Background: an optimization exercise with open tools, aiming at small area, a short achievable clock period and few clock cycles. Do not read the settings as production practice.
The RTL was checked by simulation tests, not by an equivalence proof against the original design.
Power is estimated from default activity; no workload was simulated.

--- flow/flow/run.sh ---
#!/bin/bash
# The standard layout, with the port buffers made of buf_1 cells
# instead of the default clkdlybuf4s50_1. The make output goes to make.log.
set -euo pipefail
bash standard.sh "BUFFER_PORTS_ARGS=-buffer_cell sky130_fd_sc_hd__buf_1" finish > make.log 2>&1
--- flow/standard.sh ---
#!/bin/bash
# synth_recipe.tcl (not shown) runs the flow's synth.tcl, then flattens the netlist and writes it again
# the make line also repeats each setting of config.mk as NAME=value (left out here)
make -C /OpenROAD-flow-scripts/flow DESIGN_CONFIG=/design/flow/config.mk WORK_HOME=/design/flow/orfs CLKGATE_MAP_FILE= SYNTH_SCRIPT=/design/flow/synth_recipe.tcl "${@:-finish}"
--- flow/config.mk ---
export PLATFORM = sky130hd
export DESIGN_NAME = seq_mult
export DESIGN_NICKNAME = seq_mult
export VERILOG_FILES = /design/flow/design.v
export SDC_FILE = /design/flow/constraint.sdc
export NUM_CORES = 4
export LEC_CHECK = 0
export CAP_MARGIN = 20
export CORE_MARGIN = 2
export CORE_UTILIZATION = 40
export SLEW_MARGIN = 20
--- flow/constraint.sdc ---
create_clock -name core_clock -period 5.0 [get_ports {clk}]
set_input_delay 1.0000 -clock core_clock [delete_from_list [all_inputs] [get_ports {clk}]]
set_output_delay 1.0000 -clock core_clock [all_outputs]
set_load 0.01 [all_outputs]
--- flow/design.v ---
`timescale 1ns/1ns
module full_adder #(parameter n = 8)
					(input [n-1:0] a, b,
					input c,
					output reg carry,
					output reg [n-1:0] sum);
  always@(*)
	{carry, sum} = a+b+c;
endmodule
`timescale 1ns/1ns
module register #(parameter n = 8)
						(input clk, rst, enable,
						input [n-1:0] reg_in,
						output reg [n-1:0] reg_out);
	always @(posedge clk) begin
		if (rst)
			reg_out <= 0;
		else if (enable)
			reg_out <= reg_in;	
	end
endmodule
`timescale 1ns/1ns
module shift_register #(parameter n = 8)
						(input clk, rst, enable, load,
						input  ser_in,
						input [n-1:0] par_in,
						output reg [n-1:0] par_out);
	always @(posedge clk) begin
		if (rst)
			par_out <= 0;
		else if (load)
			par_out <= par_in;	
		else if (enable) begin
			par_out <= {ser_in, par_out[n-1:1]};
		end	
	end
endmodule
`timescale 1ns/1ns
module mux2to1 #(parameter width = 8) 
				(input [width-1:0] a,b,
				 input sel,
				 output reg [width-1:0] out);
	always @(*) begin
		case (sel)
			0: out = a;
			1: out = b;
			default: out = {width{1'b0}};
		endcase	
	end
endmodule
`timescale 1ns/1ns
module datapath #(parameter n = 8)
				(input rst, clk,
				input reg_b_enable, reg_a_enable, reg_p_enable, reg_a_load, sel_mux_reg_b_zero,
				input sel_p_reg,
				input [n-1:0] a, b,
				output a_lsb,
				output [2*n-1:0] mul_out);
	wire [n-1:0] b_to_mux, mux_to_adder, adder_sum, mux_to_p_out, reg_p_out;
	wire adder_cout;
	register #(n) reg_partial_out (.clk(clk), .enable(reg_p_enable), .rst (rst), .reg_in(mux_to_p_out), .reg_out(reg_p_out));
	shift_register #(n) reg_a (.clk(clk), .rst (rst), .enable(reg_a_enable), .load (reg_a_load), .ser_in (adder_sum[0]), .par_in (a), .par_out(mul_out[n-1:0]));
	register #(n) reg_b (.clk(clk), .rst (rst), .enable(reg_b_enable), .reg_in(b), .reg_out(b_to_mux));			
	full_adder #(n) fa (.a(reg_p_out), .b(mux_to_adder), .c(1'b0), .carry(adder_cout), .sum(adder_sum));
	mux2to1 #(n) mux_to_reg_p (.a({n{1'b0}}), .b({adder_cout,adder_sum[n-1:1]}), .sel(sel_p_reg), .out(mux_to_p_out));  
	mux2to1 #(n) mux_reg_b_zero (.a({n{1'b0}}), .b(b_to_mux), .sel(sel_mux_reg_b_zero), .out(mux_to_adder));  
	assign a_lsb = (mul_out[0] == 1);  
	assign mul_out[2*n-1:n] = reg_p_out;
endmodule				
`timescale 1ns/1ns
module controller #(parameter m = 3)  
					(input start, clk, rst, a_lsb,
					output reg reg_b_enable, reg_a_enable, reg_p_enable, sel_p_reg, reg_a_load, sel_mux_reg_b_zero,
					output reg valid);
	parameter [1:0] reset = 0, load = 1, addshift = 2, done = 3;
	reg [1:0] current_state, next_state;
	reg count_en;
	reg [m-1:0] count;
	always @(current_state, start, count) begin :combinational
		case (current_state) 
			reset: begin
				if (start == 1) next_state = load;
				else next_state = reset;
			end	
			load: begin
				if (start == 0) next_state = addshift;
				else next_state = load;
			end				
			addshift: begin
				if ( count == {m{1'b1}}) next_state = done;
				else next_state = addshift;
			end	
			done: begin
				next_state = reset;
			end	
			default: next_state = reset;
		endcase
	end
	always @(current_state, a_lsb) begin :combinational_controlling_signals
		count_en = 0;
		reg_b_enable = 0;
		reg_a_enable = 0;
		reg_p_enable = 0;
		sel_p_reg = 0;
		reg_a_load = 0;
		sel_mux_reg_b_zero = 0;
		valid = 0;
		case (current_state) 
			reset: begin
				count_en = 0;
				reg_b_enable = 0;
				reg_a_enable = 0;
				reg_p_enable = 1;
				sel_p_reg = 0;
				reg_a_load = 0;
				sel_mux_reg_b_zero = 0;
				valid = 0;
			end	
			load: begin
				reg_a_load = 1;
				reg_b_enable =1;
			end				
			addshift: begin
				if (a_lsb == 0) begin
					reg_a_enable = 1;
					sel_mux_reg_b_zero = 0;  
					reg_p_enable = 1;
				end	
				else begin
					reg_a_enable = 1;
					sel_mux_reg_b_zero = 1;  
					reg_p_enable = 1;
				end	
				count_en = 1;
				sel_p_reg = 1;
			end	
			done: begin
				valid = 1;
			end	
			default: begin
				count_en = 0;
				reg_b_enable = 0;
				reg_a_enable = 0;
				reg_p_enable = 0;
				sel_p_reg = 0;
				reg_a_load = 0;
				sel_mux_reg_b_zero = 0;
				valid = 0;
			end
		endcase
	end
	always @(posedge clk) begin :sequential
		if (rst)
			current_state <= reset;
		else
			current_state <= next_state;
	end	
	always @(posedge clk) begin :counter_seq
		if (rst) begin
			count <= 0;
		end	
		else if (count_en == 1)
			count <= count + 1;
	end
endmodule
`timescale 1ns/1ns
module seq_mult #(parameter n = 32)
				(input start, rst, clk,
				input [n-1:0] a, b,
				output valid,
				output [2*n-1:0] result);
	reg [31:0] breg;
	reg [34:0] hs, hc;
	reg [7:0] sl, cl;
	reg [23:0] l;
	reg        lb;
	reg [3:0] p1, p2, n1, n2;    
	reg [1:0]  cnt;
	reg        run, vld;
	wire [3:0] ng = n1 | n2;
	wire [33:0] pp0 = {~ng[0], ({33{p1[0]}} & {1'b0, breg}) | ({33{p2[0]}} & {breg, 1'b0}) | ({33{n1[0]}} & ~{1'b0, breg}) | ({33{n2[0]}} & ~{breg, 1'b0})};
	wire [33:0] pp1 = {~ng[1], ({33{p1[1]}} & {1'b0, breg}) | ({33{p2[1]}} & {breg, 1'b0}) | ({33{n1[1]}} & ~{1'b0, breg}) | ({33{n2[1]}} & ~{breg, 1'b0})};
	wire [33:0] pp2 = {~ng[2], ({33{p1[2]}} & {1'b0, breg}) | ({33{p2[2]}} & {breg, 1'b0}) | ({33{n1[2]}} & ~{1'b0, breg}) | ({33{n2[2]}} & ~{breg, 1'b0})};
	wire [33:0] pp3 = {~ng[3], ({33{p1[3]}} & {1'b0, breg}) | ({33{p2[3]}} & {breg, 1'b0}) | ({33{n1[3]}} & ~{1'b0, breg}) | ({33{n2[3]}} & ~{breg, 1'b0})};
	wire s1, c2;
	wire s3, c4;
	wire s5, c6;
	wire s7, c8;
	wire s9, c10;
	wire s11, c12;
	wire s13, c14;
	wire s15, c16;
	wire s17, c18;
	wire s19, c20;
	wire s21, c22;
	wire s23, c24;
	wire s25, c26;
	wire s27, c28;
	wire s29, c30;
	wire s31, c32;
	wire s33, c34;
	wire s35, c36;
	wire s37, c38;
	wire s39, c40;
	wire s41, c42;
	wire s43, c44;
	wire s45, c46;
	wire s47, c48;
	wire s49, c50;
	wire s51, c52;
	wire s53, c54;
	wire s55, c56;
	wire s57, c58;
	wire s59, c60;
	wire s61, c62;
	wire s63, c64;
	wire s65, c66;
	wire s67, c68;
	wire s69, c70;
	wire s71, c72;
	wire s73, c74;
	wire s75, c76;
	wire s77, c78;
	wire s79, c80;
	wire s81, c82;
	wire s83, c84;
	wire s85, c86;
	wire s87, c88;
	wire s89, c90;
	wire s91, c92;
	wire s93, c94;
	wire s95, c96;
	wire s97, c98;
	wire s99, c100;
	wire s101, c102;
	wire s103, c104;
	wire s105, c106;
	wire s107, c108;
	wire s109, c110;
	wire s111, c112;
	wire s113, c114;
	wire s115, c116;
	wire s117, c118;
	wire s119, c120;
	wire s121, c122;
	wire s123, c124;
	wire s125, c126;
	wire s127, c128;
	wire s129, c130;
	wire s131, c132;
	wire s133, c134;
	wire s135, c136;
	wire s137, c138;
	wire s139, c140;
	wire s141, c142;
	wire s143, c144;
	wire s145, c146;
	wire s147, c148;
	wire s149, c150;
	wire s151, c152;
	wire s153, c154;
	wire s155, c156;
	wire s157, c158;
	wire s159, c160;
	wire s161, c162;
	wire s163, c164;
	wire s165, c166;
	wire s167, c168;
	wire s169, c170;
	wire s171, c172;
	wire s173, c174;
	wire s175, c176;
	wire s177, c178;
	wire s179, c180;
	wire s181, c182;
	wire s183, c184;
	wire s185, c186;
	wire s187, c188;
	wire s189, c190;
	wire s191, c192;
	wire s193, c194;
	wire s195, c196;
	wire s197, c198;
	wire s199, c200;
	wire s201, c202;
	wire s203, c204;
	wire s205, c206;
	wire s207, c208;
	wire s209, c210;
	wire s211, c212;
	wire s213, c214;
	wire s215, c216;
	wire s217, c218;
	wire s219, c220;
	wire s221, c222;
	wire s223, c224;
	wire s225, c226;
	wire s227, c228;
	wire s229, c230;
	wire s231, c232;
	wire s233, c234;
	wire s235, c236;
	wire s237, c238;
	wire s239, c240;
	wire s241, c242;
	wire s243, c244;
	wire s245, c246;
	wire s247, c248;
	wire s249, c250;
	wire s251, c252;
	wire s253, c254;
	wire s255, c256;
	wire s257, c258;
	wire s259, c260;
	wire s261, c262;
	wire s263, c264;
	wire s265, c266;
	wire s267, c268;
	wire s269, c270;
	wire s271, c272;
	wire s273, c274;
	wire s275, c276;
	wire s277, c278;
	wire s279, c280;
	wire s281, c282;
	wire s283, c284;
	wire s285, c286;
	wire s287, c288;
	wire s289, c290;
	wire s291, c292;
	wire s293, c294;
	wire s295, c296;
	wire s297, c298;
	wire s299, c300;
	wire s301, c302;
	wire s303, c304;
	wire s305, c306;
	wire s307, c308;
	wire s309, c310;
	wire s311, c312;
	wire s313, c314;
	wire s315, c316;
	wire s317, c318;
	wire s319, c320;
	wire s321, c322;
	wire s323, c324;
	wire s325, c326;
	wire s327, c328;
	wire s329, c330;
	wire s331, c332;
	wire s333, c334;
	wire s335, c336;
	assign s1 = hs[8] ^ hc[8];
	assign c2 = hs[8] & hc[8];
	assign s3 = hs[9] ^ hc[9];
	assign c4 = hs[9] & hc[9];
	assign s5 = hs[10] ^ hc[10];
	assign c6 = hs[10] & hc[10];
	assign s7 = hs[11] ^ hc[11];
	assign c8 = hs[11] & hc[11];
	assign s9 = hs[12] ^ hc[12];
	assign c10 = hs[12] & hc[12];
	assign s11 = hs[13] ^ hc[13];
	assign c12 = hs[13] & hc[13];
	assign s13 = hs[14] ^ hc[14];
	assign c14 = hs[14] & hc[14];
	assign s15 = hs[15] ^ hc[15];
	assign c16 = hs[15] & hc[15];
	assign s17 = hs[16] ^ hc[16];
	assign c18 = hs[16] & hc[16];
	assign s19 = hs[17] ^ hc[17];
	assign c20 = hs[17] & hc[17];
	assign s21 = hs[18] ^ hc[18];
	assign c22 = hs[18] & hc[18];
	assign s23 = hs[19] ^ hc[19];
	assign c24 = hs[19] & hc[19];
	assign s25 = hs[20] ^ hc[20];
	assign c26 = hs[20] & hc[20];
	assign s27 = hs[21] ^ hc[21];
	assign c28 = hs[21] & hc[21];
	assign s29 = hs[22] ^ hc[22];
	assign c30 = hs[22] & hc[22];
	assign s31 = hs[23] ^ hc[23];
	assign c32 = hs[23] & hc[23];
	assign s33 = hs[24] ^ hc[24];
	assign c34 = hs[24] & hc[24];
	assign s35 = hs[25] ^ hc[25];
	assign c36 = hs[25] & hc[25];
	assign s37 = hs[26] ^ hc[26];
	assign c38 = hs[26] & hc[26];
	assign s39 = hs[27] ^ hc[27];
	assign c40 = hs[27] & hc[27];
	assign s41 = hs[28] ^ hc[28];
	assign c42 = hs[28] & hc[28];
	assign s43 = hs[29] ^ hc[29];
	assign c44 = hs[29] & hc[29];
	assign s45 = hs[30] ^ hc[30];
	assign c46 = hs[30] & hc[30];
	assign s47 = hs[31] ^ hc[31];
	assign c48 = hs[31] & hc[31];
	assign s49 = hs[32] ^ hc[32];
	assign c50 = hs[32] & hc[32];
	assign s51 = hs[33] ^ hc[33];
	assign c52 = hs[33] & hc[33];
	assign s53 = hs[34] ^ hc[34] ^ pp0[32];
	assign c54 = (hs[34] & hc[34]) | (hs[34] & pp0[32]) | (hc[34] & pp0[32]);
	assign s55 = hs[4] ^ hc[4];
	assign c56 = hs[4] & hc[4];
	assign s57 = hs[5] ^ hc[5];
	assign c58 = hs[5] & hc[5];
	assign s59 = hs[6] ^ hc[6] ^ pp0[4];
	assign c60 = (hs[6] & hc[6]) | (hs[6] & pp0[4]) | (hc[6] & pp0[4]);
	assign s61 = pp1[2] ^ pp2[0];
	assign c62 = pp1[2] & pp2[0];
	assign s63 = hs[7] ^ hc[7] ^ pp0[5];
	assign c64 = (hs[7] & hc[7]) | (hs[7] & pp0[5]) | (hc[7] & pp0[5]);
	assign s65 = pp1[3] ^ pp2[1];
	assign c66 = pp1[3] & pp2[1];
	assign s67 = pp0[6] ^ pp1[4] ^ pp2[2];
	assign c68 = (pp0[6] & pp1[4]) | (pp0[6] & pp2[2]) | (pp1[4] & pp2[2]);
	assign s69 = pp3[0] ^ ng[3] ^ s1;
	assign c70 = (pp3[0] & ng[3]) | (pp3[0] & s1) | (ng[3] & s1);
	assign s71 = c2 ^ pp0[7] ^ pp1[5];
	assign c72 = (c2 & pp0[7]) | (c2 & pp1[5]) | (pp0[7] & pp1[5]);
	assign s73 = pp2[3] ^ pp3[1] ^ s3;
	assign c74 = (pp2[3] & pp3[1]) | (pp2[3] & s3) | (pp3[1] & s3);
	assign s75 = c4 ^ pp0[8] ^ pp1[6];
	assign c76 = (c4 & pp0[8]) | (c4 & pp1[6]) | (pp0[8] & pp1[6]);
	assign s77 = pp2[4] ^ pp3[2] ^ s5;
	assign c78 = (pp2[4] & pp3[2]) | (pp2[4] & s5) | (pp3[2] & s5);
	assign s79 = c6 ^ pp0[9] ^ pp1[7];
	assign c80 = (c6 & pp0[9]) | (c6 & pp1[7]) | (pp0[9] & pp1[7]);
	assign s81 = pp2[5] ^ pp3[3] ^ s7;
	assign c82 = (pp2[5] & pp3[3]) | (pp2[5] & s7) | (pp3[3] & s7);
	assign s83 = c8 ^ pp0[10] ^ pp1[8];
	assign c84 = (c8 & pp0[10]) | (c8 & pp1[8]) | (pp0[10] & pp1[8]);
	assign s85 = pp2[6] ^ pp3[4] ^ s9;
	assign c86 = (pp2[6] & pp3[4]) | (pp2[6] & s9) | (pp3[4] & s9);
	assign s87 = c10 ^ pp0[11] ^ pp1[9];
	assign c88 = (c10 & pp0[11]) | (c10 & pp1[9]) | (pp0[11] & pp1[9]);
	assign s89 = pp2[7] ^ pp3[5] ^ s11;
	assign c90 = (pp2[7] & pp3[5]) | (pp2[7] & s11) | (pp3[5] & s11);
	assign s91 = c12 ^ pp0[12] ^ pp1[10];
	assign c92 = (c12 & pp0[12]) | (c12 & pp1[10]) | (pp0[12] & pp1[10]);
	assign s93 = pp2[8] ^ pp3[6] ^ s13;
	assign c94 = (pp2[8] & pp3[6]) | (pp2[8] & s13) | (pp3[6] & s13);
	assign s95 = c14 ^ pp0[13] ^ pp1[11];
	assign c96 = (c14 & pp0[13]) | (c14 & pp1[11]) | (pp0[13] & pp1[11]);
	assign s97 = pp2[9] ^ pp3[7] ^ s15;
	assign c98 = (pp2[9] & pp3[7]) | (pp2[9] & s15) | (pp3[7] & s15);
	assign s99 = c16 ^ pp0[14] ^ pp1[12];
	assign c100 = (c16 & pp0[14]) | (c16 & pp1[12]) | (pp0[14] & pp1[12]);
	assign s101 = pp2[10] ^ pp3[8] ^ s17;
	assign c102 = (pp2[10] & pp3[8]) | (pp2[10] & s17) | (pp3[8] & s17);
	assign s103 = c18 ^ pp0[15] ^ pp1[13];
	assign c104 = (c18 & pp0[15]) | (c18 & pp1[13]) | (pp0[15] & pp1[13]);
	assign s105 = pp2[11] ^ pp3[9] ^ s19;
	assign c106 = (pp2[11] & pp3[9]) | (pp2[11] & s19) | (pp3[9] & s19);
	assign s107 = c20 ^ pp0[16] ^ pp1[14];
	assign c108 = (c20 & pp0[16]) | (c20 & pp1[14]) | (pp0[16] & pp1[14]);
	assign s109 = pp2[12] ^ pp3[10] ^ s21;
	assign c110 = (pp2[12] & pp3[10]) | (pp2[12] & s21) | (pp3[10] & s21);
	assign s111 = c22 ^ pp0[17] ^ pp1[15];
	assign c112 = (c22 & pp0[17]) | (c22 & pp1[15]) | (pp0[17] & pp1[15]);
	assign s113 = pp2[13] ^ pp3[11] ^ s23;
	assign c114 = (pp2[13] & pp3[11]) | (pp2[13] & s23) | (pp3[11] & s23);
	assign s115 = c24 ^ pp0[18] ^ pp1[16];
	assign c116 = (c24 & pp0[18]) | (c24 & pp1[16]) | (pp0[18] & pp1[16]);
	assign s117 = pp2[14] ^ pp3[12] ^ s25;
	assign c118 = (pp2[14] & pp3[12]) | (pp2[14] & s25) | (pp3[12] & s25);
	assign s119 = c26 ^ pp0[19] ^ pp1[17];
	assign c120 = (c26 & pp0[19]) | (c26 & pp1[17]) | (pp0[19] & pp1[17]);
	assign s121 = pp2[15] ^ pp3[13] ^ s27;
	assign c122 = (pp2[15] & pp3[13]) | (pp2[15] & s27) | (pp3[13] & s27);
	assign s123 = c28 ^ pp0[20] ^ pp1[18];
	assign c124 = (c28 & pp0[20]) | (c28 & pp1[18]) | (pp0[20] & pp1[18]);
	assign s125 = pp2[16] ^ pp3[14] ^ s29;
	assign c126 = (pp2[16] & pp3[14]) | (pp2[16] & s29) | (pp3[14] & s29);
	assign s127 = c30 ^ pp0[21] ^ pp1[19];
	assign c128 = (c30 & pp0[21]) | (c30 & pp1[19]) | (pp0[21] & pp1[19]);
	assign s129 = pp2[17] ^ pp3[15] ^ s31;
	assign c130 = (pp2[17] & pp3[15]) | (pp2[17] & s31) | (pp3[15] & s31);
	assign s131 = c32 ^ pp0[22] ^ pp1[20];
	assign c132 = (c32 & pp0[22]) | (c32 & pp1[20]) | (pp0[22] & pp1[20]);
	assign s133 = pp2[18] ^ pp3[16] ^ s33;
	assign c134 = (pp2[18] & pp3[16]) | (pp2[18] & s33) | (pp3[16] & s33);
	assign s135 = c34 ^ pp0[23] ^ pp1[21];
	assign c136 = (c34 & pp0[23]) | (c34 & pp1[21]) | (pp0[23] & pp1[21]);
	assign s137 = pp2[19] ^ pp3[17] ^ s35;
	assign c138 = (pp2[19] & pp3[17]) | (pp2[19] & s35) | (pp3[17] & s35);
	assign s139 = c36 ^ pp0[24] ^ pp1[22];
	assign c140 = (c36 & pp0[24]) | (c36 & pp1[22]) | (pp0[24] & pp1[22]);
	assign s141 = pp2[20] ^ pp3[18] ^ s37;
	assign c142 = (pp2[20] & pp3[18]) | (pp2[20] & s37) | (pp3[18] & s37);
	assign s143 = c38 ^ pp0[25] ^ pp1[23];
	assign c144 = (c38 & pp0[25]) | (c38 & pp1[23]) | (pp0[25] & pp1[23]);
	assign s145 = pp2[21] ^ pp3[19] ^ s39;
	assign c146 = (pp2[21] & pp3[19]) | (pp2[21] & s39) | (pp3[19] & s39);
	assign s147 = c40 ^ pp0[26] ^ pp1[24];
	assign c148 = (c40 & pp0[26]) | (c40 & pp1[24]) | (pp0[26] & pp1[24]);
	assign s149 = pp2[22] ^ pp3[20] ^ s41;
	assign c150 = (pp2[22] & pp3[20]) | (pp2[22] & s41) | (pp3[20] & s41);
	assign s151 = c42 ^ pp0[27] ^ pp1[25];
	assign c152 = (c42 & pp0[27]) | (c42 & pp1[25]) | (pp0[27] & pp1[25]);
	assign s153 = pp2[23] ^ pp3[21] ^ s43;
	assign c154 = (pp2[23] & pp3[21]) | (pp2[23] & s43) | (pp3[21] & s43);
	assign s155 = c44 ^ pp0[28] ^ pp1[26];
	assign c156 = (c44 & pp0[28]) | (c44 & pp1[26]) | (pp0[28] & pp1[26]);
	assign s157 = pp2[24] ^ pp3[22] ^ s45;
	assign c158 = (pp2[24] & pp3[22]) | (pp2[24] & s45) | (pp3[22] & s45);
	assign s159 = c46 ^ pp0[29] ^ pp1[27];
	assign c160 = (c46 & pp0[29]) | (c46 & pp1[27]) | (pp0[29] & pp1[27]);
	assign s161 = pp2[25] ^ pp3[23] ^ s47;
	assign c162 = (pp2[25] & pp3[23]) | (pp2[25] & s47) | (pp3[23] & s47);
	assign s163 = c48 ^ pp0[30] ^ pp1[28];
	assign c164 = (c48 & pp0[30]) | (c48 & pp1[28]) | (pp0[30] & pp1[28]);
	assign s165 = pp2[26] ^ pp3[24] ^ s49;
	assign c166 = (pp2[26] & pp3[24]) | (pp2[26] & s49) | (pp3[24] & s49);
	assign s167 = c50 ^ pp0[31] ^ pp1[29];
	assign c168 = (c50 & pp0[31]) | (c50 & pp1[29]) | (pp0[31] & pp1[29]);
	assign s169 = pp2[27] ^ pp3[25] ^ s51;
	assign c170 = (pp2[27] & pp3[25]) | (pp2[27] & s51) | (pp3[25] & s51);
	assign s171 = c52 ^ pp1[30] ^ pp2[28];
	assign c172 = (c52 & pp1[30]) | (c52 & pp2[28]) | (pp1[30] & pp2[28]);
	assign s173 = pp3[26] ^ 1'b1 ^ s53;
	assign c174 = (pp3[26] & 1'b1) | (pp3[26] & s53) | (1'b1 & s53);
	assign s175 = c54 ^ pp0[33] ^ pp1[31];
	assign c176 = (c54 & pp0[33]) | (c54 & pp1[31]) | (pp0[33] & pp1[31]);
	assign s177 = pp2[29] ^ pp3[27];
	assign c178 = pp2[29] & pp3[27];
	assign s179 = pp1[32] ^ pp2[30] ^ pp3[28];
	assign c180 = (pp1[32] & pp2[30]) | (pp1[32] & pp3[28]) | (pp2[30] & pp3[28]);
	assign s181 = hs[2] ^ hc[2];
	assign c182 = hs[2] & hc[2];
	assign s183 = hs[3] ^ hc[3];
	assign c184 = hs[3] & hc[3];
	assign s185 = pp0[2] ^ pp1[0] ^ ng[1];
	assign c186 = (pp0[2] & pp1[0]) | (pp0[2] & ng[1]) | (pp1[0] & ng[1]);
	assign s187 = c56 ^ pp0[3] ^ pp1[1];
	assign c188 = (c56 & pp0[3]) | (c56 & pp1[1]) | (pp0[3] & pp1[1]);
	assign s189 = c58 ^ ng[2] ^ s59;
	assign c190 = (c58 & ng[2]) | (c58 & s59) | (ng[2] & s59);
	assign s191 = c60 ^ c62 ^ s63;
	assign c192 = (c60 & c62) | (c60 & s63) | (c62 & s63);
	assign s193 = c64 ^ c66 ^ s67;
	assign c194 = (c64 & c66) | (c64 & s67) | (c66 & s67);
	assign s195 = c68 ^ c70 ^ s71;
	assign c196 = (c68 & c70) | (c68 & s71) | (c70 & s71);
	assign s197 = c72 ^ c74 ^ s75;
	assign c198 = (c72 & c74) | (c72 & s75) | (c74 & s75);
	assign s199 = c76 ^ c78 ^ s79;
	assign c200 = (c76 & c78) | (c76 & s79) | (c78 & s79);
	assign s201 = c80 ^ c82 ^ s83;
	assign c202 = (c80 & c82) | (c80 & s83) | (c82 & s83);
	assign s203 = c84 ^ c86 ^ s87;
	assign c204 = (c84 & c86) | (c84 & s87) | (c86 & s87);
	assign s205 = c88 ^ c90 ^ s91;
	assign c206 = (c88 & c90) | (c88 & s91) | (c90 & s91);
	assign s207 = c92 ^ c94 ^ s95;
	assign c208 = (c92 & c94) | (c92 & s95) | (c94 & s95);
	assign s209 = c96 ^ c98 ^ s99;
	assign c210 = (c96 & c98) | (c96 & s99) | (c98 & s99);
	assign s211 = c100 ^ c102 ^ s103;
	assign c212 = (c100 & c102) | (c100 & s103) | (c102 & s103);
	assign s213 = c104 ^ c106 ^ s107;
	assign c214 = (c104 & c106) | (c104 & s107) | (c106 & s107);
	assign s215 = c108 ^ c110 ^ s111;
	assign c216 = (c108 & c110) | (c108 & s111) | (c110 & s111);
	assign s217 = c112 ^ c114 ^ s115;
	assign c218 = (c112 & c114) | (c112 & s115) | (c114 & s115);
	assign s219 = c116 ^ c118 ^ s119;
	assign c220 = (c116 & c118) | (c116 & s119) | (c118 & s119);
	assign s221 = c120 ^ c122 ^ s123;
	assign c222 = (c120 & c122) | (c120 & s123) | (c122 & s123);
	assign s223 = c124 ^ c126 ^ s127;
	assign c224 = (c124 & c126) | (c124 & s127) | (c126 & s127);
	assign s225 = c128 ^ c130 ^ s131;
	assign c226 = (c128 & c130) | (c128 & s131) | (c130 & s131);
	assign s227 = c132 ^ c134 ^ s135;
	assign c228 = (c132 & c134) | (c132 & s135) | (c134 & s135);
	assign s229 = c136 ^ c138 ^ s139;
	assign c230 = (c136 & c138) | (c136 & s139) | (c138 & s139);
	assign s231 = c140 ^ c142 ^ s143;
	assign c232 = (c140 & c142) | (c140 & s143) | (c142 & s143);
	assign s233 = c144 ^ c146 ^ s147;
	assign c234 = (c144 & c146) | (c144 & s147) | (c146 & s147);
	assign s235 = c148 ^ c150 ^ s151;
	assign c236 = (c148 & c150) | (c148 & s151) | (c150 & s151);
	assign s237 = c152 ^ c154 ^ s155;
	assign c238 = (c152 & c154) | (c152 & s155) | (c154 & s155);
	assign s239 = c156 ^ c158 ^ s159;
	assign c240 = (c156 & c158) | (c156 & s159) | (c158 & s159);
	assign s241 = c160 ^ c162 ^ s163;
	assign c242 = (c160 & c162) | (c160 & s163) | (c162 & s163);
	assign s243 = c164 ^ c166 ^ s167;
	assign c244 = (c164 & c166) | (c164 & s167) | (c166 & s167);
	assign s245 = c168 ^ c170 ^ s171;
	assign c246 = (c168 & c170) | (c168 & s171) | (c170 & s171);
	assign s247 = c172 ^ c174 ^ s175;
	assign c248 = (c172 & c174) | (c172 & s175) | (c174 & s175);
	assign s249 = c176 ^ c178 ^ 1'b1;
	assign c250 = (c176 & c178) | (c176 & 1'b1) | (c178 & 1'b1);
	assign s251 = c180 ^ pp1[33] ^ pp2[31];
	assign c252 = (c180 & pp1[33]) | (c180 & pp2[31]) | (pp1[33] & pp2[31]);
	assign s253 = pp2[32] ^ pp3[30];
	assign c254 = pp2[32] & pp3[30];
	assign s255 = hs[0] ^ hc[0];
	assign c256 = hs[0] & hc[0];
	assign s257 = hs[1] ^ hc[1];
	assign c258 = hs[1] & hc[1];
	assign s259 = pp0[0] ^ ng[0] ^ s181;
	assign c260 = (pp0[0] & ng[0]) | (pp0[0] & s181) | (ng[0] & s181);
	assign s261 = c182 ^ pp0[1] ^ s183;
	assign c262 = (c182 & pp0[1]) | (c182 & s183) | (pp0[1] & s183);
	assign s263 = c184 ^ s55 ^ s185;
	assign c264 = (c184 & s55) | (c184 & s185) | (s55 & s185);
	assign s265 = c186 ^ s57 ^ s187;
	assign c266 = (c186 & s57) | (c186 & s187) | (s57 & s187);
	assign s267 = c188 ^ s61 ^ s189;
	assign c268 = (c188 & s61) | (c188 & s189) | (s61 & s189);
	assign s269 = c190 ^ s65 ^ s191;
	assign c270 = (c190 & s65) | (c190 & s191) | (s65 & s191);
	assign s271 = c192 ^ s69 ^ s193;
	assign c272 = (c192 & s69) | (c192 & s193) | (s69 & s193);
	assign s273 = c194 ^ s73 ^ s195;
	assign c274 = (c194 & s73) | (c194 & s195) | (s73 & s195);
	assign s275 = c196 ^ s77 ^ s197;
	assign c276 = (c196 & s77) | (c196 & s197) | (s77 & s197);
	assign s277 = c198 ^ s81 ^ s199;
	assign c278 = (c198 & s81) | (c198 & s199) | (s81 & s199);
	assign s279 = c200 ^ s85 ^ s201;
	assign c280 = (c200 & s85) | (c200 & s201) | (s85 & s201);
	assign s281 = c202 ^ s89 ^ s203;
	assign c282 = (c202 & s89) | (c202 & s203) | (s89 & s203);
	assign s283 = c204 ^ s93 ^ s205;
	assign c284 = (c204 & s93) | (c204 & s205) | (s93 & s205);
	assign s285 = c206 ^ s97 ^ s207;
	assign c286 = (c206 & s97) | (c206 & s207) | (s97 & s207);
	assign s287 = c208 ^ s101 ^ s209;
	assign c288 = (c208 & s101) | (c208 & s209) | (s101 & s209);
	assign s289 = c210 ^ s105 ^ s211;
	assign c290 = (c210 & s105) | (c210 & s211) | (s105 & s211);
	assign s291 = c212 ^ s109 ^ s213;
	assign c292 = (c212 & s109) | (c212 & s213) | (s109 & s213);
	assign s293 = c214 ^ s113 ^ s215;
	assign c294 = (c214 & s113) | (c214 & s215) | (s113 & s215);
	assign s295 = c216 ^ s117 ^ s217;
	assign c296 = (c216 & s117) | (c216 & s217) | (s117 & s217);
	assign s297 = c218 ^ s121 ^ s219;
	assign c298 = (c218 & s121) | (c218 & s219) | (s121 & s219);
	assign s299 = c220 ^ s125 ^ s221;
	assign c300 = (c220 & s125) | (c220 & s221) | (s125 & s221);
	assign s301 = c222 ^ s129 ^ s223;
	assign c302 = (c222 & s129) | (c222 & s223) | (s129 & s223);
	assign s303 = c224 ^ s133 ^ s225;
	assign c304 = (c224 & s133) | (c224 & s225) | (s133 & s225);
	assign s305 = c226 ^ s137 ^ s227;
	assign c306 = (c226 & s137) | (c226 & s227) | (s137 & s227);
	assign s307 = c228 ^ s141 ^ s229;
	assign c308 = (c228 & s141) | (c228 & s229) | (s141 & s229);
	assign s309 = c230 ^ s145 ^ s231;
	assign c310 = (c230 & s145) | (c230 & s231) | (s145 & s231);
	assign s311 = c232 ^ s149 ^ s233;
	assign c312 = (c232 & s149) | (c232 & s233) | (s149 & s233);
	assign s313 = c234 ^ s153 ^ s235;
	assign c314 = (c234 & s153) | (c234 & s235) | (s153 & s235);
	assign s315 = c236 ^ s157 ^ s237;
	assign c316 = (c236 & s157) | (c236 & s237) | (s157 & s237);
	assign s317 = c238 ^ s161 ^ s239;
	assign c318 = (c238 & s161) | (c238 & s239) | (s161 & s239);
	assign s319 = c240 ^ s165 ^ s241;
	assign c320 = (c240 & s165) | (c240 & s241) | (s165 & s241);
	assign s321 = c242 ^ s169 ^ s243;
	assign c322 = (c242 & s169) | (c242 & s243) | (s169 & s243);
	assign s323 = c244 ^ s173 ^ s245;
	assign c324 = (c244 & s173) | (c244 & s245) | (s173 & s245);
	assign s325 = c246 ^ s177 ^ s247;
	assign c326 = (c246 & s177) | (c246 & s247) | (s177 & s247);
	assign s327 = c248 ^ s179 ^ s249;
	assign c328 = (c248 & s179) | (c248 & s249) | (s179 & s249);
	assign s329 = c250 ^ pp3[29] ^ s251;
	assign c330 = (c250 & pp3[29]) | (c250 & s251) | (pp3[29] & s251);
	assign s331 = c252 ^ 1'b1 ^ s253;
	assign c332 = (c252 & 1'b1) | (c252 & s253) | (1'b1 & s253);
	assign s333 = c254 ^ pp2[33] ^ pp3[31];
	assign c334 = (c254 & pp2[33]) | (c254 & pp3[31]) | (pp2[33] & pp3[31]);
	assign s335 = pp3[32] ^ 1'b1;
	assign c336 = pp3[32] & 1'b1;
	wire [42:0] sv = {1'b0, c336, c334, c332, c330, c328, c326, c324, c322, c320, c318, c316, c314, c312, c310, c308, c306, c304, c302, c300, c298, c296, c294, c292, c290, c288, c286, c284, c282, c280, c278, c276, c274, c272, c270, c268, c266, c264, c262, c260, c258, c256, cyn};
	wire [42:0] cv = {1'b0, pp3[33], s335, s333, s331, s329, s327, s325, s323, s321, s319, s317, s315, s313, s311, s309, s307, s305, s303, s301, s299, s297, s295, s293, s291, s289, s287, s285, s283, s281, s279, s277, s275, s273, s271, s269, s267, s265, s263, s261, s259, s257, s255};
	wire [8:0] low = sl + cl;
	wire       cyn = low[8];
	function [15:0] sel;
		input [7:0] x;
		input y;
		integer k;
		reg [8:0] xy;
		reg x1, x0, p;
		begin
			xy = {x, y};
			for (k = 0; k < 4; k = k + 1) begin
				x1 = xy[2*k+2];
				x0 = xy[2*k+1];
				p  = xy[2*k];
				sel[k]       = ~x1 & (x0 ^ p);
				sel[4+k]   = ~x1 & x0 & p;
				sel[8+k] = x1 & (x0 ^ p);
				sel[12+k] = x1 & ~x0 & ~p;
			end
		end
	endfunction
	always @(posedge clk) begin
		if (start) begin
			breg <= b;
			hs   <= {1'b1, 2'b00, b & {32{a[0]}}};
			hc   <= {2'b00, b & {32{a[1]}}, 1'b0};
			sl   <= 8'd0;
			cl   <= 8'd0;
			{n2, n1, p2, p1} <= sel(a[9:2], 1'b0);
			lb   <= a[9];
			l    <= {10'd0, a[31:10]};
		end else begin
			hs   <= sv[42:8];
			hc   <= cv[42:8];
			sl   <= sv[7:0];
			cl   <= cv[7:0];
			{n2, n1, p2, p1} <= sel(l[7:0], lb);
			lb   <= l[7];
			l    <= {low[7:0], l[23:8]};
		end
	end
	always @(posedge clk) begin
		if (rst) begin
			run <= 1'b0;
			vld <= 1'b0;
		end else begin
			vld <= 1'b0;
			if (start) begin
				run <= 1'b1;
				cnt <= 2'd0;
			end else if (run) begin
				cnt <= cnt + 1'b1;
				if (cnt == 2'd3) begin
					run <= 1'b0;
					vld <= 1'b1;
				end
			end
		end
	end
	wire [39:0] hsum = {hs[31:0], sl} + {hc[31:0], cl};
	assign valid  = vld;
	assign result = {hsum, l};
endmodule
==> impl_metrics.csv, run 1 <==
group,metric,value,unit
route,wl_per_cell,19.88,um
worst_setup_path,crit_slowest_cell,"o31ai_1",
clock_network,holdBufCountCts,0,
worst_setup_path,cp-end-kind,"primary output",
global_route,grt_pass1_wl,64.25,mm
die,dieArea,0.03660,mm^2
worst_setup_path,cp.buffers_inverters,2,
die,fp.dieH,191.3,um
power_and_ir_drop,netSwitchingFraction,50.91,%
clock_network,root_buffer,"clkbuf_16",
power_and_ir_drop,p_sw,5469,uW
synth,avgSynthCellArea,9.085,um^2
placed_design,port_buffers,131,
synth,synthTopCellsByArea,"fa_1, dfxtp_1, mux2i_1",
placed_design,place_hpwl,30.90,mm
power_and_ir_drop,cellPowerDensity,695.9,mW/mm^2
run,drv_cap,0,
timing,tightest_slew,0.9564,ns
clock_network,cts_buffer_depth,2,
synth,synth_largest_area_cell,"fa_1",
global_route,grt_use_met1,31.60,%
synth,ys_types,59,
finish,drive_above_1_share,9.491,%
placed_design,gp_congestion,0.8786,
clock_network,clkTransAtPathRegs,0.08,ns
power_and_ir_drop,irDropWorstVdd,369.2,uV
finish,nFillCells,3473,
global_route,grt_use_met3,3.617,%
synth,synth_ff_type,"dfxtp_1",
worst_setup_path,cpPeakStageDelay,0.40,ns
synth,synth_warnings,1,
route,vias_per_cell,5.394,
route,drc,0,
power_and_ir_drop,pwr-share-seq,19.1,%
worst_setup_path,critPathTopFamily,"compound AO/OA/AOI/OAI gates",
worst_setup_path,worstPathArrival,3.46,ns
route,firstDrtPassIters,5,
timing,skew,0.02404,ns
worst_setup_path,worstSetupStartpointType,"flop",
clock_network,cts_resized,0,
timing,finalSetupViolCount,0,
clock_network,clk_latency,0.47,ns
worst_setup_path,worst-path-max-fanout,4,
synth,ys_seq_elements,162,
finish,final_core_util,44.68,%
die,core_area,0.03454,mm^2
timing,fin_crit,4.461,ns
route,ant_nets,0,
timing,hold_viol,0,
clock_network,cts.sinks,162,
die,rows,68,
finish,n_antenna_cell,0,
timing,slew_viol_final,0,
timing,fmax,224.1,MHz
timing,setup_tns,0,ns
power_and_ir_drop,clkPwrFrac,12.7,%
clock_network,cts_made_buffers,17,
worst_setup_path,critPathRequiredTime,4.00,ns
placed_design,dpl_cell_area,0.01483,mm^2
timing,rsz0062_at_grt,"false",
finish,nNetsFinal,1846,
global_route,antenna_found_initial,0,
power_and_ir_drop,p_leak,0.006879,uW
clock_network,cts_setup_buffers,0,
clock_network,cts_tree,"built",
clock_network,cts_max_level,4,
synth,async_flop_share,0,%
global_route,grtUsageTotal,23.04,%
synth,yosysTopAreaCellShare,18.40,%
global_route,grt_pass1_vias,11180,
synth,synthCells,1545,
route,drt-initial-drc-count,869,
worst_setup_path,cp_cell_sequence,"ha_1 -> inv_1 -> fa_1 -> nor2b_1 -> o21ai_0 -> a21oi_1 -> o31ai_1 -> nand3_2 -> a21oi_2 -> nor2_1 -> o311ai_0 -> buf_1",
finish,area_growth,9.966,%
power_and_ir_drop,power.internal,5273,uW
route,routed_wl,41.09,mm
global_route,grt_start_max_net_pins,125,
die,die_x,191.3,um
global_route,gr-usage-met2,37.42,%
min_path,min_path_type,"flop to flop",
finish,fin_area,0.01543,mm^2
die,ios,132,
route,vias,11150,
global_route,busiest_layer,"met2",
synth,synth_fp_nets,1792,
timing,relSlewSlack,36.24,%
power_and_ir_drop,p_comb_share,68.2,%
synth,synth_area,0.01404,mm^2
worst_setup_path,critPathKind,"flop to primary output",
timing,fin_crit_sh,89.23,%
global_route,grt_remaining_overflow,0,
timing,hold_ws,0.4900,ns
synth,synth_edf_count,34,
die,start_util,40.63,%
synth,yosysSeqAreaShare,25.53,%
status,outcome,"finished clean",
[flip-flops by register name, indices dropped and copies added, names as in the netlist]
name	flops
n1	4
hs	35
l	24
p1	4
hc	34
cl	8
run	1
p2	4
sl	8
lb	1
breg	32
n2	4
cnt	2
vld	1
[worst min-delay path: stages (launching register included)]
cell and delay (ns):
dfxtp_1 0.34, nand2_1 0.07, nor3_1 0.04
[cells by family (layout without fill, tap and decap cells)]
logic type / after synthesis / in the layout / share of synthesized area, %
muxes: 212 / 212 / 15.84
DFF: 162 / 162 / 25.53
buffers and inverters: 329 / 396 / 8.807
AOI/OAI and AO/OA: 262 / 262 / 11.95
adders and majority gates: 180 / 180 / 22.95
xor gates and xnor gates: 38 / 38 / 2.371
and+or+nand+nor: 362 / 362 / 12.56
[per-layer routing]
| layer | share of wire [%] | wire length [um] | up-vias |
|---|---|---|---|
| met5 | 0 | 0 | - |
| met4 | 1.8 | 741 | 0 |
| met3 | 4.8 | 1965 | 41 |
| met2 | 48 | 19550 | 311 |
| met1 | 46 | 18830 | 5552 |
| li1 | - | - | 5245 |
[final cells by class]
| type | count | area [um^2] | area share [%] |
|---|---|---|---|
| sequential | 162 | 3583 | 23.22 |
| timing repair buffer | 151 | 659.4 | 4.272 |
| clock buffer | 17 | 425.4 | 2.756 |
| inverter | 213 | 799.5 | 5.180 |
| tap | 455 | 569.3 | 3.688 |
| multi-input combinational | 1054 | 9216 | 59.71 |
| clock inverter | 15 | 181.4 | 1.175 |
[through the flow]
stage	instances	worst slack (ns)	total power [uW]
finish	2067	0.5385	10740
global route	2067	0.3556	11850
CTS	2067	0.5440	10840
detailed placement	2035	1.056	9415
global placement	2035	1.126	9388
floorplan	1545	1.617	6942
[worst paths after layout]
kind              depth (start not counted)         end  startpoint  slack (ns)
setup reg to reg                          9       hc[5]       n2[0]        1.48
hold / removal                            2       p2[0]          lb        0.49
hold reg to reg                           2       p2[0]          lb        0.49
setup / recovery                         12  result[61]       hs[3]        0.54
[Yosys cell counts, types with 34 or more instances]
cell type  number
fa_1          129
ha_1           51
mux2i_1       131
nand2_1       137
nand3_1        49
inv_1         213
a21oi_1        39
nor2b_1        81
o21ai_0        93
edfxtp_1       34
clkbuf_1      100
a211oi_1       67
dfxtp_1       128
nor2_1         48
mux2_2         81
[power groups by stage]
| stage | clock, uW | combinational, uW | sequential, uW |
|---|---|---|---|
| floorplan | 0 | 5010 | 1930 |
| global placement | 0 | 7320 | 2070 |
| detailed placement | 0 | 7340 | 2080 |
| CTS | 1390 | 7400 | 2050 |
| global route | 1440 | 8320 | 2090 |
| finish | 1360 | 7330 | 2050 |
[cell usage in the layout (no fill, tap or decap), types with 12 or more instances in the layout]
master | Yosys | routed
ha_1 | 51 | 51
a211oi_1 | 67 | 67
nor2_1 | 48 | 48
buf_1 | 15 | 129
buf_4 | 0 | 19
edfxtp_1 | 34 | 34
o21ai_0 | 93 | 93
a21oi_1 | 39 | 39
fa_1 | 129 | 129
inv_1 | 213 | 213
nor2b_1 | 81 | 81
nand3_1 | 49 | 49
mux2i_1 | 131 | 131
clkbuf_16 | 0 | 17
nand2_1 | 137 | 137
mux2_2 | 81 | 81
dfxtp_1 | 128 | 128
xnor2_1 | 26 | 26
xor2_1 | 12 | 12
Testbench counts, summed over its fixed seeds: cycles 9,600.
==> run 2: changes to the inputs <==
--- a/flow/config.mk
+++ b/flow/config.mk
@@ -8,4 +8,5 @@
 export CAP_MARGIN = 20
 export CORE_MARGIN = 2
 export CORE_UTILIZATION = 40
+export SETUP_SLACK_MARGIN = 1.5
 export SLEW_MARGIN = 20
==> impl_metrics.csv, run 2 <==
group,metric,value,unit
clock_network,clkTransAtPathRegs,0.07,ns
finish,largest_register_ffs,35,
timing,hold_viol,0,
synth,yosysMostFrequentCell,"inv_1",
timing,setup_tns,0,ns
worst_setup_path,worst-path-max-fanout,3,
global_route,grt_use_met3,3.562,%
power_and_ir_drop,p_leak,0.007483,uW
clock_network,root_buffer,"clkbuf_16",
power_and_ir_drop,irDropWorstVdd,381.2,uV
clock_network,cts_tree,"built",
worst_setup_path,worstSetupStartpointType,"flop",
timing,fin_crit_sh,83.41,%
route,drt-initial-drc-count,893,
placed_design,pre_cts_ws,1.056,ns
global_route,grt_pass1_vias,11640,
die,rows,68,
timing,tightest_slew,0.9577,ns
clock_network,cts_made_buffers,17,
finish,nNetsFinal,1917,
finish,final_common_cell,"inv_1",
synth,synth_edf_count,34,
finish,drive_above_1_share,22.58,%
clock_network,cts_max_level,4,
worst_setup_path,critPathRequiredTime,4.00,ns
synth,ys_top_cells_by_count,"inv_1, nand2_1, mux2i_1",
status,outcome,"finished clean",
route,ant_nets,0,
synth,yosysTopAreaCellShare,18.40,%
power_and_ir_drop,cellPowerDensity,719.6,mW/mm^2
timing,skew,0.02306,ns
route,drc,0,
global_route,grtUsageTotal,24.00,%
timing,fin_ws,0.8295,ns
synth,synth_area,0.01404,mm^2
global_route,antenna_found_initial,0,
global_route,gr-usage-met2,39.11,%
global_route,grt_start_max_net_pins,125,
placed_design,gp_congestion,0.8786,
clock_network,clk_latency,0.47,ns
synth,yosysSeqAreaShare,25.53,%
synth,ys_seq_elements,162,
route,routed_wl,43.64,mm
synth,synth_largest_area_cell,"fa_1",
synth,ys_types,59,
synth,synth_warnings,1,
route,vias_per_cell,5.405,
synth,synth_fp_nets,1792,
clock_network,holdBufCountCts,0,
run,drv_cap,0,
timing,finalSetupViolCount,0,
die,core_area,0.03454,mm^2
placed_design,port_buffers,131,
global_route,grt_pass1_wl,66.96,mm
finish,top_regs,"hs x35, hc x34, breg x32",
clock_network,cts_buffer_depth,2,
finish,nFillCells,3292,
die,fp.dieH,191.3,um
timing,relSlewSlack,36.15,%
finish,final_cell_mix,"inv_1, nand2_1, mux2i_1",
route,wl_per_cell,20.41,um
synth,synthTopCellsByArea,"fa_1, dfxtp_1, mux2i_1",
worst_setup_path,critPathKind,"flop to primary output",
die,die_x,191.3,um
min_path,min_path_type,"flop to flop",
global_route,grt_remaining_overflow,0,
timing,fmax,239.8,MHz
route,firstDrtPassIters,5,
finish,n_antenna_cell,0,
synth,avgSynthCellArea,9.085,um^2
timing,rsz0062_at_grt,"true",
placed_design,place_hpwl,30.90,mm
die,start_util,40.63,%
die,dieArea,0.03660,mm^2
worst_setup_path,worstPathArrival,3.17,ns
synth,synthCells,1545,
route,vias,11560,
die,ios,132,
finish,top_register,"hs",
synth,async_flop_share,0,%
timing,fin_crit,4.170,ns
global_route,grt_use_met1,32.49,%
global_route,busiest_layer,"met2",
finish,area_growth,21.50,%
worst_setup_path,cp-end-kind,"primary output",
synth,synth_ff_type,"dfxtp_1",
timing,slew_viol_final,0,
clock_network,cts.sinks,162,
-- run 2: cell counts after synthesis --
No cell type changed its count.
-- run 2: metal layers --
metal	up-vias	share of wire (%)
li1	5394	-
met1	5774	45
met2	329	48
met3	58	4.7
met4	0	2.5
met5	-	0
-- run 2: worst max-delay path, cell delays in order, from the launching register on --
cell,delay [ns]
dfxtp_2,0.34
ha_4,0.16
fa_2,0.39
a211oi_4,0.29
nor4_4,0.08
o21ai_2,0.24
a2111o_1,0.34
a22oi_2,0.12
a31o_4,0.29
a31oi_4,0.17
xnor2_1,0.14
buf_2,0.16
-- run 2: through the flow --
step,hold WS [ns],power (uW),std cells,instance area [um^2],util (%)
4_1_cts,0.4912,11770,2098,16460,47.64
5_1_grt,0.5051,13380,2138,17050,49.37
6_report,0.4826,12270,2138,17050,49.37
3_5_place_dp,0.4718,9415,2035,14830,42.93
2_1_floorplan,0.4503,6942,1545,14040,-
3_3_place_gp,0.4670,9388,2035,14830,42.93
-- run 2: cell type report --
cell class	instances	area [um^2]	share of cell area (%)
Timing Repair Buffer	222	1320	7.740
Sequential cell	162	3616	21.20
Clock buffer	17	425.4	2.494
Inverter	213	804.5	4.718
Multi-Input combinational cell	1054	10140	59.44
Clock inverter	15	181.4	1.064
Tap cell	455	569.3	3.338
-- run 2: worst paths after layout --
path | startpoint | cells after the start | to | slack [ns]
worst max register to register | breg[11] | 8 | hc[8] | 1.63
worst max-delay path | sl[0] | 11 | result[62] | 0.83
worst min-delay path | lb | 2 | p2[0] | 0.48
worst min register to register | lb | 2 | p2[0] | 0.48
-- run 2: where the power goes --
| part | switching (uW) | total [uW] | internal (uW) |
|---|---|---|---|
| sequential | 361 | 2140 | 1780 |
| combinational | 5010 | 8760 | 3750 |
| clock | 685 | 1370 | 681 |
| total | 6060 | 12300 | 6210 |
-- run 2: repair_timing --
action	in CTS	in global routing
pin swaps	56	55
setup endpoints to repair	32	46
setup buffers	31	40
gates resized for setup	173	73
-- run 2: kinds of logic after synthesis --
group / Yosys count / share of synthesized area, %
AOI/OAI and AO/OA: 262 / 11.95
xor gates and xnor gates: 38 / 2.371
adders and majority gates: 180 / 22.95
buffers and inverters: 329 / 8.807
DFF: 162 / 25.53
muxes: 212 / 15.84
and+or+nand+nor: 362 / 12.56
==> run 3: changes to the inputs <==
--- a/flow/config.mk
+++ b/flow/config.mk
@@ -7,6 +7,5 @@
 export LEC_CHECK = 0
 export CAP_MARGIN = 20
 export CORE_MARGIN = 2
-export CORE_UTILIZATION = 40
-export SETUP_SLACK_MARGIN = 1.5
+export CORE_UTILIZATION = 65
 export SLEW_MARGIN = 20
==> impl_metrics.csv, run 3 <==
group,metric,value,unit
timing,slew_viol_final,0,
route,firstDrtPassIters,6,
timing,rsz0062_at_grt,"false",
synth,ys_types,59,
synth,muxShareOfSynthArea,15.84,%
placed_design,port_buffers,131,
synth,synth_fa_ha_area_share,22.95,%
timing,hold_viol,0,
power_and_ir_drop,p_leak,0.006899,uW
die,fp.dieH,151.0,um
placed_design,post-place-cells,1857,
worst_setup_path,crit_path_end,"result[61]",
synth,avgSynthCellArea,9.085,um^2
synth,yosysSeqAreaShare,25.53,%
synth,synth_area,0.01404,mm^2
clock_network,cts_max_level,4,
clock_network,cts.sinks,162,
global_route,grt_remaining_overflow,0,
synth,synthSimpleGateAreaFrac,12.56,%
synth,synth_fp_nets,1792,
clock_network,clkTransAtPathRegs,0.09,ns
timing,setup_tns,0,ns
timing,tightest_slew,1.140,ns
route,routed_wl,39.09,mm
finish,largest_register_ffs,35,
worst_setup_path,rr_startpoint,"n2[0]",
synth,synthXorXnorAreaFrac,2.371,%
finish,final_common_cell,"inv_1",
synth,ys_seq_elements,162,
finish,top_register,"hs",
synth,yosysTopAreaCellShare,18.40,%
finish,final_core_util,72.37,%
synth,synth_compound_area_share,11.95,%
route,vias,11340,
clock_network,cts_resized,0,
worst_setup_path,r2r_setup_slack,1.30,ns
worst_setup_path,crit_slowest_cell,"o31ai_1",
worst_setup_path,r2r_end,"hc[6]",
timing,fin_crit,4.560,ns
global_route,antenna_found_initial,0,
worst_setup_path,worst-path-max-fanout,4,
timing,fmax,219.3,MHz
clock_network,cts_made_buffers,17,
worst_setup_path,worstSetupStartpointType,"flop",
synth,synth_largest_area_cell,"fa_1",
global_route,grt_pass1_wl,61.40,mm
route,vias_per_cell,6.005,
finish,n_antenna_cell,0,
global_route,grt_use_met1,48.20,%
route,drc,0,
clock_network,cts_setup_buffers,0,
synth,synthCells,1545,
power_and_ir_drop,irDropWorstVdd,337.4,uV
power_and_ir_drop,cellPowerDensity,711.7,mW/mm^2
worst_setup_path,critPathRequiredTime,4.00,ns
die,die_x,151.0,um
placed_design,place_hpwl,28.46,mm
worst_setup_path,setup.worst_path.start,"hs[3]",
global_route,grt_start_max_net_pins,81,
worst_setup_path,reg2reg_depth,9,
synth,synthTopCellsByArea,"fa_1, dfxtp_1, mux2i_1",
route,ant_nets,0,
worst_setup_path,cp_cell_sequence,"ha_1 -> inv_1 -> fa_1 -> nor2b_1 -> o21ai_0 -> a21oi_1 -> o31ai_1 -> nand3_2 -> a21oi_2 -> nor2_1 -> o311ai_0 -> buf_1",
finish,top_regs,"hs x35, hc x34, breg x32",
timing,finalSetupViolCount,0,
timing,fin_ws,0.4400,ns
synth,synth_warnings,1,
clock_network,cts_buffer_depth,2,
die,ios,132,
synth,synth_edf_count,34,
die,rows,53,
run,drv_cap,0,
worst_setup_path,cp-end-kind,"primary output",
finish,fin_cells,1889,
timing,skew,0.01879,ns
synth,ys_top_cells_by_count,"inv_1, nand2_1, mux2i_1",
finish,nNetsFinal,1848,
status,outcome,"finished clean",
worst_setup_path,critPathKind,"flop to primary output",
clock_network,cts_tree,"built",
synth,yosysMostFrequentCell,"inv_1",
placed_design,gp_congestion,0.9185,
synth,async_flop_share,0,%
finish,drive_above_1_share,9.727,%
placed_design,pre_cts_ws,1.044,ns
global_route,grtUsageTotal,35.56,%
global_route,busiest_layer,"met2",
global_route,grt_use_met3,6.657,%
clock_network,root_buffer,"clkbuf_16",
finish,final_cell_mix,"inv_1, nand2_1, mux2i_1",
timing,fin_crit_sh,91.20,%
global_route,grt_pass1_vias,11250,
clock_network,clk_latency,0.46,ns
timing,relSlewSlack,23.86,%
worst_setup_path,worstPathArrival,3.56,ns
route,drt-initial-drc-count,1016,
global_route,gr-usage-met2,57.59,%
worst_setup_path,cpPeakStageDelay,0.56,ns
die,start_util,66.56,%
min_path,min_path_type,"flop to flop",
finish,area_growth,8.736,%
clock_network,holdBufCountCts,0,
synth,synth_ff_type,"dfxtp_1",
die,dieArea,0.02279,mm^2
route,wl_per_cell,20.69,um
synth,synth_top_family_by_area,"adder cells",
die,core_area,0.02109,mm^2
-- run 3: changes by cell type in the layout (fill, tap and decap cells not counted), moves of 13 or more --
cell / previous run / this run
dfxtp_1: 102 / 126
buf_6: 22 / 0
dfxtp_2: 26 / 2
xnor2_1: 13 / 26
ha_4: 23 / 0
buf_4: 70 / 21
ha_1: 24 / 51
buf_1: 97 / 129
buf_2: 30 / 0
-- run 3: worst min path at each step --
| stage | from | to | slack [ns] | depth (start not counted) |
|---|---|---|---|---|
| floorplan | lb | p2[0] | 0.45 | 2 |
| global placement | l[8] | l[0] | 0.46 | 1 |
| detailed placement | l[8] | l[0] | 0.47 | 1 |
| CTS | l[8] | l[0] | 0.49 | 1 |
| global route | l[8] | l[0] | 0.50 | 1 |
| finish | l[8] | l[0] | 0.49 | 1 |
-- run 3: per-stage QoR --
stage,total power [uW],hold WS [ns],area [um^2]
after floorplan,6942,0.4503,14040
after global placement,9183,0.4635,14620
after detailed placement,9347,0.4653,14620
after CTS,10850,0.4864,15260
after global routing,11870,0.5020,15260
final,10860,0.4857,15260
-- run 3: worst max-delay path, delay by kind of cell, from the launching register on --
kind	cells	cell delay, ns
compound gates	5	1.65
fa+ha+maj	2	0.44
buf+inv	2	0.31
flops	1	0.31
simple gates	3	0.40
-- run 3: power by group --
| part | internal, uW | switching (uW) |
|---|---|---|
| Combinational | 2860 | 4460 |
| Sequential | 1760 | 329 |
| Clock | 704 | 745 |
-- run 3: kinds of logic after synthesis --
kind of cell               Yosys count
buffers and inverters              329
DFF                                162
adders and majority gates          180
and+or+nand+nor                    362
AOI/OAI and AO/OA                  262
muxes                              212
xor gates and xnor gates            38
-- run 3: layer usage --
layer / part of all wire (%) / routed length, um
met5: 0 / 0
met4: 3.0 / 1182
met3: 7.7 / 3025
met2: 47 / 18400
met1: 42 / 16480
-- run 3: cell type report --
type / count / area (um^2)
inverters: 213 / 799.5
clock buffers: 17 / 425.4
multi-input cells: 1054 / 9216
flip-flops and latches: 162 / 3586
repair buffers: 153 / 674.4
clock inverters: 15 / 216.5
well taps: 275 / 344.1
fillers: 1673 / 5826
==> run 4: changes to the inputs <==
--- a/flow/config.mk
+++ b/flow/config.mk
@@ -7,5 +7,6 @@
 export LEC_CHECK = 0
 export CAP_MARGIN = 20
 export CORE_MARGIN = 2
-export CORE_UTILIZATION = 65
+export CORE_UTILIZATION = 40
+export SETUP_SLACK_MARGIN = 1.0
 export SLEW_MARGIN = 20
==> impl_metrics.csv, run 4 <==
group,metric,value,unit
finish,fin_area,0.01623,mm^2
global_route,grtUsageTotal,23.69,%
placed_design,dpl_cell_area,0.01483,mm^2
global_route,grt_pass1_vias,11490,
worst_setup_path,worstPathArrival,3.04,ns
placed_design,post-place-cells,2035,
finish,final_common_cell,"inv_1",
die,dieArea,0.03660,mm^2
clock_network,root_buffer,"clkbuf_16",
route,wl_per_cell,20.26,um
clock_network,cts_made_buffers,17,
clock_network,holdBufCountCts,0,
synth,yosysTopAreaCellShare,18.40,%
die,core_area,0.03454,mm^2
timing,hold_viol,0,
worst_setup_path,rr_startpoint,"n2[0]",
clock_network,clk_latency,0.47,ns
worst_setup_path,worstSetupStartpointType,"flop",
route,firstDrtPassIters,7,
placed_design,port_buffers,131,
synth,synth_ff_type,"dfxtp_1",
worst_setup_path,setup.worst_path.start,"hs[2]",
finish,nFillCells,3396,
timing,relSlewSlack,36.75,%
timing,fmax,247.7,MHz
power_and_ir_drop,p_leak,0.007075,uW
synth,synth_edf_count,34,
clock_network,cts_tree,"built",
timing,tightest_slew,0.9488,ns
worst_setup_path,critPathKind,"flop to primary output",
synth,ys_types,59,
synth,ys_seq_elements,162,
worst_setup_path,worst-path-max-fanout,4,
placed_design,gp_congestion,0.8786,
route,drc,0,
global_route,grt_start_max_net_pins,125,
synth,synth_area,0.01404,mm^2
synth,yosysSeqAreaShare,25.53,%
clock_network,cts.sinks,162,
timing,slew_viol_final,0,
finish,area_growth,15.62,%
global_route,grt_remaining_overflow,0,
timing,fin_crit_sh,80.76,%
synth,yosysMostFrequentCell,"inv_1",
route,routed_wl,42.40,mm
finish,fin_cells,2093,
min_path,hp-start,"lb",
synth,synthCells,1545,
placed_design,pre_cts_ws,1.056,ns
min_path,min_path_type,"flop to flop",
synth,avgSynthCellArea,9.085,um^2
route,vias_per_cell,5.396,
finish,top_register,"hs",
worst_setup_path,critPathRequiredTime,4.00,ns
clock_network,clkTransAtPathRegs,0.08,ns
die,start_util,40.63,%
timing,finalSetupViolCount,0,
status,outcome,"finished clean",
synth,synthTopCellsByArea,"fa_1, dfxtp_1, mux2i_1",
worst_setup_path,r2r_setup_slack,1.49,ns
timing,fin_crit,4.038,ns
die,die_x,191.3,um
run,drv_cap,0,
die,rows,68,
timing,fin_ws,0.9621,ns
finish,final_cell_mix,"inv_1, nand2_1, mux2i_1",
synth,synth_warnings,1,
power_and_ir_drop,irDropWorstVdd,375.4,uV
worst_setup_path,cp-end-kind,"primary output",
finish,largest_register_ffs,35,
finish,n_antenna_cell,0,
synth,synth_fp_nets,1792,
synth,synth_largest_area_cell,"fa_1",
die,fp.dieH,191.3,um
power_and_ir_drop,cellPowerDensity,705.6,mW/mm^2
global_route,grt_pass1_wl,66.05,mm
finish,top_regs,"hs x35, hc x34, breg x32",
die,ios,132,
route,drt-initial-drc-count,828,
finish,drive_above_1_share,16.54,%
timing,rsz0062_at_grt,"true",
finish,nNetsFinal,1872,
clock_network,cts_max_level,4,
global_route,antenna_found_initial,0,
route,vias,11290,
synth,ys_top_cells_by_count,"inv_1, nand2_1, mux2i_1",
route,ant_nets,0,
synth,async_flop_share,0,%
clock_network,cts_buffer_depth,2,
timing,skew,0.02359,ns
placed_design,place_hpwl,30.90,mm
timing,setup_tns,0,ns
[run 4: worst paths after layout]
path	to	cells after the start
worst max register to register	hc[5]	9
worst min register to register	p2[0]	2
worst max-delay path	result[62]	10
worst min-delay path	p2[0]	2
[run 4: routing by layer]
| metal | part of all wire [%] | global-route usage, % | wire length [um] | vias up |
|---|---|---|---|---|
| met1 | 45 | 32.22 | 19170 | 5622 |
| met4 | 2.3 | 8.047 | 983 | 0 |
| li1 | - | - | - | 5305 |
| met2 | 48 | 38.50 | 20320 | 305 |
| met5 | 0 | 0 | 0 | - |
| met3 | 4.5 | 3.470 | 1929 | 62 |
[run 4: timing repair]
| action | in CTS | in global routing |
|---|---|---|
| pin swaps | 33 | 19 |
| buffers inserted | 19 | 7 |
| endpoints found under the setup margin | 20 | 18 |
| gates resized for setup | 103 | 29 |
[run 4: per-stage QoR]
step	utilization [%]	power [uW]	hold WS (ns)
global route	46.98	12580	0.5050
CTS	46.56	11390	0.4912
global placement	42.93	9388	0.4670
finish	46.98	11450	0.4895
floorplan	-	6942	0.4503
detailed placement	42.93	9415	0.4718
[run 4: report_power, final]
group          leakage (uW)  switching, uW  internal (uW)
registers           0.00141            363           1770
clock network      0.000298            684            681
logic               0.00537           4700           3250
total               0.00707           5750           5700
[run 4: final cells by class]
class	instances	area, um^2	share of cell area, %
inverters	213	802.0	4.942
multi-input cells	1054	9772	60.22
clock inverters	15	181.4	1.118
clock buffers	17	425.4	2.621
repair buffers	177	878.3	5.412
flip-flops and latches	162	3600	22.18
well taps	455	569.3	3.508
[run 4: cell families after synthesis]
logic type | share of synthesized area [%]
simple gates | 12.56
buf+inv | 8.807
fa+ha+maj | 22.95
flops | 25.53
xor+xnor | 2.371
mux | 15.84
compound gates | 11.95
[run 4: worst max-delay path: stages (launching register included)]
cell and delay, ns:
dfxtp_1 0.34, ha_4 0.29, inv_1 0.12, nor3_2 0.24
o21ai_2 0.11, a2111o_1 0.54, a22oi_2 0.25, a31o_4 0.25
a31oi_4 0.10, xnor2_1 0.18, buf_2 0.15

port drivers added, routing unchanged:
The results above use ideal ports. As a check the final layouts listed here were re-extracted and re-timed, cells and wires unchanged. Step 1 sets driving cells, clkbuf_16 on the clock port and buf_2 on the other inputs (assumed; they add their load-dependent delay and slew). Step 2, shift: input delay + t, output delay - t, t = (earliest + latest rising clock arrival at the registers) / 2. This alone moves slack from input paths to output paths. Three values: ideal ports, drivers, drivers and shift; two values: the first two.
| run | t (ns) | setup WS [ns] | worst setup path after step 2 | worst register clock-pin slew, ns |
|---|---|---|---|---|
| run 1 | 0.508 | 0.539 / 0.489 / 0.998 | register to output | 0.09 / 0.09 |
| run 2 | 0.508 | 0.830 / 0.780 / 1.288 | register to output | 0.09 / 0.09 |
| run 3 | 0.500 | 0.440 / 0.389 / 0.889 | register to output | 0.09 / 0.09 |
| run 4 | 0.511 | 0.962 / 0.910 / 1.421 | register to output | 0.09 / 0.09 |
After both steps setup and hold are still met in every run listed.
